What follows belongs to an exercise in optimizing a design on an open flow for small area, a short achievable clock period and few clock cycles; a production flow would make more cautious choices.
Where RTL was checked, it was by simulation tests only, not by an equivalence proof against the original.
No activity file was given, so power comes from the tool's default toggle rates.

==> flow/design.v <==
`timescale 1ns / 1ps
module process(
  input clk,
  input rst,
  input [23:0] in_pix,
  output reg [5:0] row, col,
  output reg out_we,
  output reg [23:0] out_pix,
  output reg mirror_done,
  output reg gray_done,
  output reg filter_done
);
localparam integer K  = 4;             
localparam integer NS = 64 / K;        
localparam integer LS = 2 * K + 2;     
localparam [1:0] ST_MIR = 2'd0, ST_GRAY = 2'd1, ST_SHP = 2'd2, ST_DONE = 2'd3;
localparam [2:0] WS_PIX = 3'd0, WS_GRAY = 3'd1, WS_TOP = 3'd2, WS_LAST = 3'd3,
                 WS_LASTF = 3'd4, WS_S = 3'd5, WS_HOLD = 3'd6;
reg [1:0]  stage;
reg [12:0] cnt;       
reg [4:0]  slot;      
wire [12:0] inc = cnt + ((stage == ST_SHP && cnt[6]) ? 13'd64 : 13'd1);
wire [6:0]  sc = cnt[6:0];
wire [4:0]  strip = cnt[11:7];
wire        c64 = sc[6];
wire        c0 = (sc == 7'd0);
wire        s_first = (strip == 0);
wire        s_last = (strip == NS - 1);
wire        s_virt = (strip == NS);
reg [5:0] n_row, n_col;
reg       n_we;
reg [2:0] n_wsel;
reg       n_sr, n_virt, n_proc, n_swap, n_jk;
reg [1:0]  x_stage;
reg [12:0] x_cnt;
reg [4:0]  x_slot;
reg [1:0] hs, lo, cs;
wire [3:0] sm1 = strip[3:0] - 1'b1, sp1 = strip[3:0] + 1'b1;
always @* begin
  n_row = 0; n_col = 0; n_we = 0; n_wsel = WS_S;
  n_sr = 0; n_virt = 0; n_proc = 0; n_swap = 0; n_jk = 0;
  x_stage = stage; x_cnt = cnt; x_slot = slot;
  hs = 0; lo = 0; cs = 0;
  case (stage)
    ST_MIR: begin
      n_row = (slot == 5'd1) ? ~{1'b0, cnt[10:6]} : {1'b0, cnt[10:6]};
      n_col = cnt[5:0];
      n_we  = (slot != 5'd0);
      n_wsel = WS_PIX;
      if (slot == 5'd2) begin
        x_slot = 0;
        x_cnt = inc;
        if (cnt[10:0] == 11'h7ff) begin
          x_stage = ST_GRAY;
          x_cnt = 13'h1fff;
        end
      end else
        x_slot = slot + 1'b1;
    end
    ST_GRAY: begin
      if (!slot[0]) begin
        n_row = inc[11:6];
        n_col = inc[5:0];
        n_wsel = WS_GRAY;
        x_slot = 1;
      end else begin
        n_row = cnt[11:6];
        n_col = cnt[5:0];
        n_we = !cnt[12];
        n_wsel = WS_HOLD;
        x_slot = 0;
        x_cnt = inc;
        if (cnt == 13'h0fff) begin
          x_stage = ST_SHP;
          x_cnt = 0;
        end
      end
    end
    ST_SHP: begin
      hs = 2'd0; lo = 2'd0; cs = 2'd0;
      case (slot[3:0])
        4'd0: begin                                    
          lo = 2'd1; n_sr = 1; n_virt = c64 || s_virt;
        end
        4'd1: begin                                    
          n_sr = 1; n_virt = c64 || s_virt;
          n_wsel = (s_virt || (s_last && !c0)) ? WS_LASTF : WS_LAST;
        end
        4'd2: begin                                    
          n_wsel = WS_HOLD; lo = 2'd3;
          if (c0) begin hs = 2'd1; cs = 2'd3; n_we = !s_first; end
          else begin cs = 2'd2; n_we = (sc != 7'd1); end
        end
        4'd3: begin                                    
          hs = 2'd1; lo = 2'd3; n_sr = 1; n_virt = c64 || s_first;
          n_proc = 1; n_swap = 1;
        end
        4'd4: begin                                    
          hs = 2'd1; lo = 2'd3; n_we = !s_first && !c64; n_wsel = WS_TOP;
        end
        4'd5: begin                                    
          lo = 2'd2; n_sr = 1; n_virt = c64; n_proc = 1;
        end
        4'd6: begin                                    
          cs = 2'd1; n_we = !c0;
        end
        4'd7: begin                                    
          lo = 2'd3; n_sr = 1; n_virt = c64; n_proc = 1; n_jk = 1;
        end
        4'd8: begin                                    
          lo = 2'd1; cs = 2'd1; n_we = !c0;
        end
        4'd9: begin                                    
          hs = 2'd2; n_sr = 1; n_virt = c64 || s_last; n_proc = 1;
        end
        default: begin                                 
          lo = 2'd2; cs = 2'd1; n_we = !c0;
        end
      endcase
      n_row = {(hs == 2'd1) ? sm1 : (hs == 2'd2) ? sp1 : strip[3:0], lo};
      n_col = (cs == 2'd0) ? sc[5:0] : (cs == 2'd1) ? sc[5:0] - 1'b1 :
              (cs == 2'd2) ? sc[5:0] - 2'd2 : 6'd63;
      if (s_virt && slot == 5'd2) begin
        x_stage = ST_DONE;
      end else if (slot == LS) begin
        x_slot = 0;
        x_cnt = inc;
      end else
        x_slot = slot + 1'b1;
    end
    default: ;
  endcase
end
reg t0_sr, t0_virt, t0_proc, t0_swap, t0_jk, t0_c0;
reg t1_sr, t1_virt, t1_proc, t1_swap, t1_jk, t1_c0;
reg t2_proc;
always @(posedge clk) begin
  if (rst) begin
    stage <= ST_MIR;
    cnt <= 0;
    slot <= 5'd1;                    
    row <= 0; col <= 0; out_we <= 0;
    mirror_done <= 0; gray_done <= 0; filter_done <= 0;
    t0_sr <= 0; t0_virt <= 0; t0_proc <= 0; t0_swap <= 0; t0_jk <= 0; t0_c0 <= 0;
  end else begin
    stage <= x_stage; cnt <= x_cnt; slot <= x_slot;
    row <= n_row; col <= n_col; out_we <= n_we;
    mirror_done <= (stage != ST_MIR);
    gray_done <= stage[1];
    filter_done <= (stage == ST_DONE);
    t0_sr <= n_sr; t0_virt <= n_virt; t0_proc <= n_proc;
    t0_swap <= n_swap; t0_jk <= n_jk; t0_c0 <= c0;
  end
end
always @(posedge clk) begin
  t1_sr <= t0_sr; t1_virt <= t0_virt; t1_proc <= t0_proc && t0_sr;
  t1_swap <= t0_swap; t1_jk <= t0_jk; t1_c0 <= t0_c0;
  t2_proc <= t1_proc;
end
reg  [23:0] cap;
wire [7:0] ir = in_pix[23:16];
wire [7:0] cr = cap[23:16], cg = cap[15:8], cb = cap[7:0];
wire [7:0] ig = in_pix[15:8], ib = in_pix[7:0];
reg  rg, rb, gb;                  
wire [7:0] c_mx = (rg && rb) ? cr : (gb ? cg : cb);
wire [7:0] c_mn = (!rg && !rb) ? cr : (!gb ? cg : cb);
wire [8:0] gsum = c_mx + c_mn;
wire [7:0] gval = gsum[8:1];
reg  [7:0]  gu, gm;               
reg  [7:0]  gl_cur, gl_prev;      
reg  [9:0]  vr;                   
reg  [10:0] tr;                   
reg  [9:0]  ra [0:K-1];           
reg  [9:0]  rv [0:K-1];           
wire [7:0]  gnew = t1_virt ? 8'd0 : cap[15:8];
wire [9:0]  vsum = gu + gm + gnew;
wire [9:0]  vold = t1_c0 ? 10'd0 : rv[0];
wire [12:0] tval = {2'b00, gm, 3'b000} + {4'b0000, gm, 1'b0} - {3'b000, vold};
wire [11:0] anew = {1'b0, tr} - {2'b00, vr};
wire [9:0]  asat = anew[11] ? 10'd0 : (anew[10] ? 10'd1023 : anew[9:0]);
wire [10:0] sraw = {1'b0, ra[0]} - {1'b0, vr};
wire [7:0]  sclamp = sraw[10] ? 8'd0 : (|sraw[9:8] ? 8'd255 : sraw[7:0]);
integer e;
always @(posedge clk) begin
  cap <= in_pix;
  rg <= ir >= ig;
  rb <= ir >= ib;
  gb <= ig >= ib;
  vr <= vsum;
  tr <= tval[12] ? 11'd0 : (tval[11] ? 11'd2047 : tval[10:0]);
  if (t1_sr) begin
    gu <= gm;
    gm <= t1_swap ? gu : gnew;
  end
  if (t1_sr && t1_jk) begin
    gl_prev <= gl_cur;
    gl_cur <= gnew;
  end
  if (t2_proc) begin
    for (e = 0; e < K - 1; e = e + 1) begin
      ra[e] <= ra[e + 1];
      rv[e] <= rv[e + 1];
    end
    ra[K - 1] <= asat;
    rv[K - 1] <= vr;
  end
  case (n_wsel)
    WS_PIX:   out_pix <= in_pix;
    WS_GRAY:  out_pix <= {8'd0, gval, 8'd0};
    WS_TOP:   out_pix <= {8'd0, ir, 8'd0};
    WS_LAST:  out_pix <= {sclamp, gl_prev, 8'd0};
    WS_LASTF: out_pix <= {8'd0, sclamp, 8'd0};
    WS_HOLD:  out_pix <= out_pix;
    default:  out_pix <= {8'd0, sclamp, 8'd0};
  endcase
end
endmodule
clock: 8.0 ns
lec_check: 0
abc_clock_period_in_ps: 2500
cap_margin: 20
core_margin: 2
core_utilization: 40
setup_slack_margin: 5
slew_margin: 20
run.sh (not shown) runs the stock make flow with config.mk's settings and CLKGATE_MAP_FILE= SYNTH_SCRIPT=/design/flow/synth_recipe.tcl, a recipe that flattens the netlist after the stock synthesis.
Then changed:
--- a/flow/design.v
+++ b/flow/design.v
@@ -160,8 +160,7 @@
 reg  [23:0] cap;
 wire [7:0] ir = in_pix[23:16];
 wire [7:0] cr = cap[23:16], cg = cap[15:8], cb = cap[7:0];
-wire [7:0] ig = in_pix[15:8], ib = in_pix[7:0];
-reg  rg, rb, gb;                  
+wire rg = cr >= cg, rb = cr >= cb, gb = cg >= cb;
 wire [7:0] c_mx = (rg && rb) ? cr : (gb ? cg : cb);
 wire [7:0] c_mn = (!rg && !rb) ? cr : (!gb ? cg : cb);
 wire [8:0] gsum = c_mx + c_mn;
@@ -183,9 +182,6 @@
 integer e;
 always @(posedge clk) begin
   cap <= in_pix;
-  rg <= ir >= ig;
-  rb <= ir >= ib;
-  gb <= ig >= ib;
   vr <= vsum;
   tr <= tval[12] ? 11'd0 : (tval[11] ? 11'd2047 : tval[10:0]);
   if (t1_sr) begin
After rerunning: Fmax came out lower by about a fifth. Routed wire length is higher by a few percent. Power goes up by a little under a tenth. Via count grows by a few percent. Die area goes down by a few percent. Cell area is higher by a few percent. Sequential share of layout area goes down by 2.8 points. Hold slack hardly moves.
Testbench counts after the change, summed over its fixed seeds: cycles 309,372.
Function not checked in the first run of this note: the RTL went through the layout flow alone.

-- static timing again, ports no longer ideal --
No port has a modelled driver above. Below, the same layouts with a new extraction and two added sets of constraints. Step 1: set_driving_cell puts a clkbuf_16 on clk and a buf_2 on each other input, an assumption about the parent block. Step 2 also shifts input and output timing later by t, the mid clock arrival at the registers, as if the neighbouring blocks saw the same clock. Three values: ideal ports, drivers, drivers and shift; two values: the first two.
run	t, ns	slack for setup (ns)	slew at the worst register clock pin (ns)	worst slew at a driven data input, ns
the first run	0.577	4.859 / 4.859 / 4.546	0.06 / 0.06	0.04
the second run	0.587	4.300 / 4.300 / 4.300	0.06 / 0.06	0.05
After both steps setup and hold are still met in every run listed. The setup slack of the first run, which loses most, moves by 0.000 ns with the drivers and by -0.313 ns with both steps.
